What follows belongs to an exercise in optimizing a design on an open flow for small area; a production flow would make more cautious choices.
The RTL was checked by simulation tests, not by an equivalence proof against the original design.
Power figures rest on the tool's default switching activity, not on a simulated workload.

== before ==
Design uart_top, start of the top module:
module uart_top (
  input  logic        pclk,
  input  logic        presetn,
  input  logic        psel,
  input  logic        penable,
  input  logic        pwrite,
  input  logic [31:0] paddr,
  input  logic [31:0] pwdata,
  input  logic        uart_rxd,
  output logic        pready,
  output logic [31:0] prdata,
  output logic        uart_txd,
  output logic        uart_intpt
);
For scale: about 450 flip-flops, ~0.020 sq mm of cells after synthesis.
export LEC_CHECK = 0
export CAP_MARGIN = 0
export CORE_MARGIN = 2
export CORE_UTILIZATION = 65
export SLEW_MARGIN = 0
create_clock -name core_clock -period 10.0 [get_ports {pclk}]
standard.sh (not shown) runs the stock make flow with config.mk's settings and CLKGATE_MAP_FILE= SYNTH_SCRIPT=/design/flow/synth_recipe.tcl, a recipe that flattens the netlist after the stock synthesis.
==> flow/flow/run.sh <==
#!/bin/bash
# The standard layout (standard.sh) with these changes:
#  - port buffers are buf_1 cells;
#  - before global placement, cells are swapped for same-area variants with more drive
#    (flow/same_area_upsize.tcl);
#  - clock tree synthesis uses clkbuf_16 cells on clusters of up to 30 sinks and inserts no
#    dummy loads.
# The full output of the flow goes to standard.log.
set -euo pipefail
export BUFFER_PORTS_ARGS="-buffer_cell sky130_fd_sc_hd__buf_1"
export PRE_GLOBAL_PLACE_TCL="$PWD/flow/same_area_upsize.tcl"
export CTS_ARGS="-sink_clustering_enable -repair_clock_nets -sink_clustering_size 30 -sink_clustering_max_diameter 100 -buf_list sky130_fd_sc_hd__clkbuf_16 -dont_use_dummy_load"
bash standard.sh finish > standard.log 2>&1
==> flow/flow/same_area_upsize.tcl <==
# Swap cells for the variant of the same area with the larger drive (and max capacitance),
# so that fewer nets need repair buffers. Registers are not touched.
set swaps {
  sky130_fd_sc_hd__o21ai_0   sky130_fd_sc_hd__o21ai_1
  sky130_fd_sc_hd__a21boi_0  sky130_fd_sc_hd__a21boi_1
  sky130_fd_sc_hd__and2_0    sky130_fd_sc_hd__and2_1
  sky130_fd_sc_hd__o311ai_0  sky130_fd_sc_hd__o311ai_1
  sky130_fd_sc_hd__or2_0     sky130_fd_sc_hd__or2_1
}
set n 0
foreach inst [get_cells *] {
  set ref [get_property $inst ref_name]
  set i [lsearch -exact $swaps $ref]
  if { $i >= 0 && $i % 2 == 0 } {
    replace_cell $inst [lindex $swaps [expr {$i + 1}]]
    incr n
  }
}
puts "same_area_upsize: swapped $n cells"
--- input diff before..after ---
diff --git a/flow/design.v b/flow/design.v
--- a/flow/design.v
+++ b/flow/design.v
@@ -56,13 +56,13 @@
   logic        comp_rx, comp_tx;
   logic        tx_idle;
   assign comp_rx = (cnt_rx == comp_value);
   assign comp_tx = (cnt_tx == comp_value);
   always_ff @(posedge pclk) begin
     cnt_rx <= (~presetn | ~urrst | comp_rx) ? 15'd1 : cnt_rx + 15'd1;
-    cnt_tx <= (tx_idle | comp_tx) ? 15'd1 : cnt_tx + 15'd1;
+    cnt_tx <= (~presetn | tx_idle | comp_tx) ? 15'd1 : cnt_tx + 15'd1;
   end
   always_ff @(posedge pclk or negedge presetn)
     if (!presetn) begin
       bc_rx   <= 5'd0;
       bc_tx   <= 5'd0;
       inc_rx  <= 1'b0;
@@ -86,35 +86,35 @@
   logic [9:0] rx_head;
   logic [10:0] rbr;
   logic rbrf;
   always_ff @(posedge pclk or negedge presetn)
     if (!presetn) begin
       dr   <= 1'b0;
-      oe   <= 1'b0;
       pe   <= 1'b0;
       fe   <= 1'b0;
       bi   <= 1'b0;
       thre <= 1'b1;
-      temt <= 1'b1;
     end else begin
       if (fifoen) begin
         pe <= (rbr[8] | pe) & ~rbr_rd_en;
         fe <= (rbr[9] | fe) & ~rbr_rd_en;
         dr <= ~rx_fifo_empty;
         bi <= 1'b0;
-        oe <= ((rx_fifo_full & receive_done) | oe) & ~rbr_rd_en;
       end else begin
         pe <= ((parity_error & receive_done) | pe) & ~rbr_rd_en;
         fe <= ((frame_error & receive_done) | fe) & ~rbr_rd_en;
         dr <= (receive_done | dr) & ~rbr_rd_en;
         bi <= (uart_break | bi) & ~rbr_rd_en;
-        oe <= rbrf & receive_done;
       end
       thre <= ~thr_wr_en & ((~fifoen & tsr_load) | (fifoen & tx_fifo_empty) | thre);
-      if (shift_cnt_eq) temt <= thre;
     end
+  always_ff @(posedge pclk) begin
+    oe   <= presetn & (fifoen ? (((rx_fifo_full & receive_done) | oe) & ~rbr_rd_en)
+                              : (rbrf & receive_done));
+    temt <= ~presetn | (shift_cnt_eq ? thre : temt);
+  end
   logic [7:0] thr;
   logic [7:0] txm [0:15];
   logic [4:0] twp, trp;
   logic       t_wr, t_rd;
   assign tx_fifo_empty = (twp == trp);
   assign t_wr = thr_wr_en & fifoen & ~((twp[3:0] == trp[3:0]) & (twp[4] ^ trp[4]));
@@ -122,13 +122,13 @@
   always_ff @(posedge pclk)
     if (~presetn | (thr_wr_en & ~fifoen)) thr <= pw[7:0];
   for (genvar i = 0; i < 16; i++) begin : g_txm
     always_ff @(posedge pclk)
       if (~presetn | (t_wr & (twp[3:0] == i))) txm[i] <= pw[7:0];
   end
-  always_ff @(posedge pclk or negedge presetn)
+  always_ff @(posedge pclk)
     if (!presetn) begin
       twp <= 5'd0;
       trp <= 5'd0;
     end else if (txclr) begin
       twp <= {4'd0, twp[3:0] == 4'd0};
       trp <= {4'd0, twp[3:0] == 4'd0};
@@ -150,26 +150,25 @@
   logic [9:0] rx_din;
   assign rx_din = {frame_error, parity_error, rsr_data} & {10{presetn}};
   for (genvar i = 0; i < 16; i++) begin : g_rxm
     always_ff @(posedge pclk)
       if (~presetn | (r_wr & (rwp[3:0] == i))) rxm[i] <= rx_din;
   end
-  always_ff @(posedge pclk or negedge presetn)
+  always_ff @(posedge pclk)
     if (!presetn) begin
       rwp <= 5'd0;
       rrp <= 5'd0;
     end else if (rxclr) begin
       rwp <= {4'd0, rwp[3:0] == 4'd0};
       rrp <= {4'd0, rwp[3:0] == 4'd0};
     end else begin
       rwp <= rwp + r_wr;
       rrp <= rrp + r_rd;
     end
-  always_ff @(posedge pclk or negedge presetn)
-    if (!presetn) rbrf <= 1'b0;
-    else          rbrf <= (receive_done | rbrf) & ~rbr_rd_en;
+  always_ff @(posedge pclk)
+    rbrf <= presetn & (receive_done | rbrf) & ~rbr_rd_en;
   always_ff @(posedge pclk)
     if (~presetn | (receive_done & ~rbrf & ~fifoen)) just_rbr <= rx_din[7:0];
   assign rx_head = rxm[rrp[3:0]];
   assign rbr = fifoen ? (dr ? {1'b0, rx_head} : 11'b0) : {3'b0, just_rbr};
   logic [3:0] rx_cnt;
   logic       below_level;
@@ -225,19 +224,19 @@
     endcase
   logic parity_gen;
   assign parity_gen = sp ? ~eps : (eps ? ^tdata_m : ~^tdata_m);
   always_ff @(posedge pclk or negedge presetn)
     if (!presetn) begin
       tstate <= T_IDLE;
-      tx_cnt <= 4'd0;
-      parity <= 1'b0;
     end else begin
       tstate <= tnext;
-      tx_cnt <= shift_count_clr ? 4'd0 : tx_cnt + shift_count_en;
-      if (tsr_load & pen) parity <= parity_gen;
     end
+  always_ff @(posedge pclk) begin
+    tx_cnt <= (~presetn | shift_count_clr) ? 4'd0 : tx_cnt + shift_count_en;
+    if (~presetn | (tsr_load & pen)) parity <= parity_gen & presetn;
+  end
   always_ff @(posedge pclk)
     if (tsr_load)      tsr <= shift_data;
     else if (shift_en) tsr <= {1'b0, tsr[10:1]};
   logic tx_bit;
   assign tx_bit   = st_par ? parity : tsr[0];
   assign uart_txd = loop | st_idle | st_start | tx_bit;
--- outcome ---
Post-route cell area: after vs before down 140 sq um
[compare] base=before new=after: layout cell share with drive strength beyond 1 about even, sequential share of layout area fell 0.22 points, minimum clock period after layout fell 0.076 ns.
Via count, before and after: higher on before
after finished every step from synthesis to the final layout, and the layout passed the timing, DRC and antenna checks.
Insertion delay of the later-clocked pin in the worst-skew pair essentially unchanged between before and after.
Going from before to after, overall power after layout shrank by a few percent.
after vs. before: share of the clock period used by the worst path dropped 0.76 points; relative contribution of combinational cells to total power lower; total wirelength of the detailed-routed design went down about 3%.

[re-timing with driven ports]
How much do the figures lean on ideal ports? The routed layouts below were timed once more, with nothing changed but the port constraints.
Step 1: set_driving_cell puts a clkbuf_16 on pclk and a buf_2 on each other input, an assumption about the parent block.
Step 2 adds t to the input delays and takes it off the output delays; t is the mean of the earliest and latest rising clock arrival at the registers after step 1. Input paths then give back, and output paths get back, about the clock's delay inside the block.
Three values: no drivers, after step 1, after step 2; two values: the first two.
run | shift t [ns] | setup slack, ns | pins driven straight from the clock port
before | 0.580 | 3.778 / 3.721 / 3.877 | 1
after | 0.582 | 3.854 / 3.802 / 3.913 | 1
After both steps setup and hold are still met in every run listed.
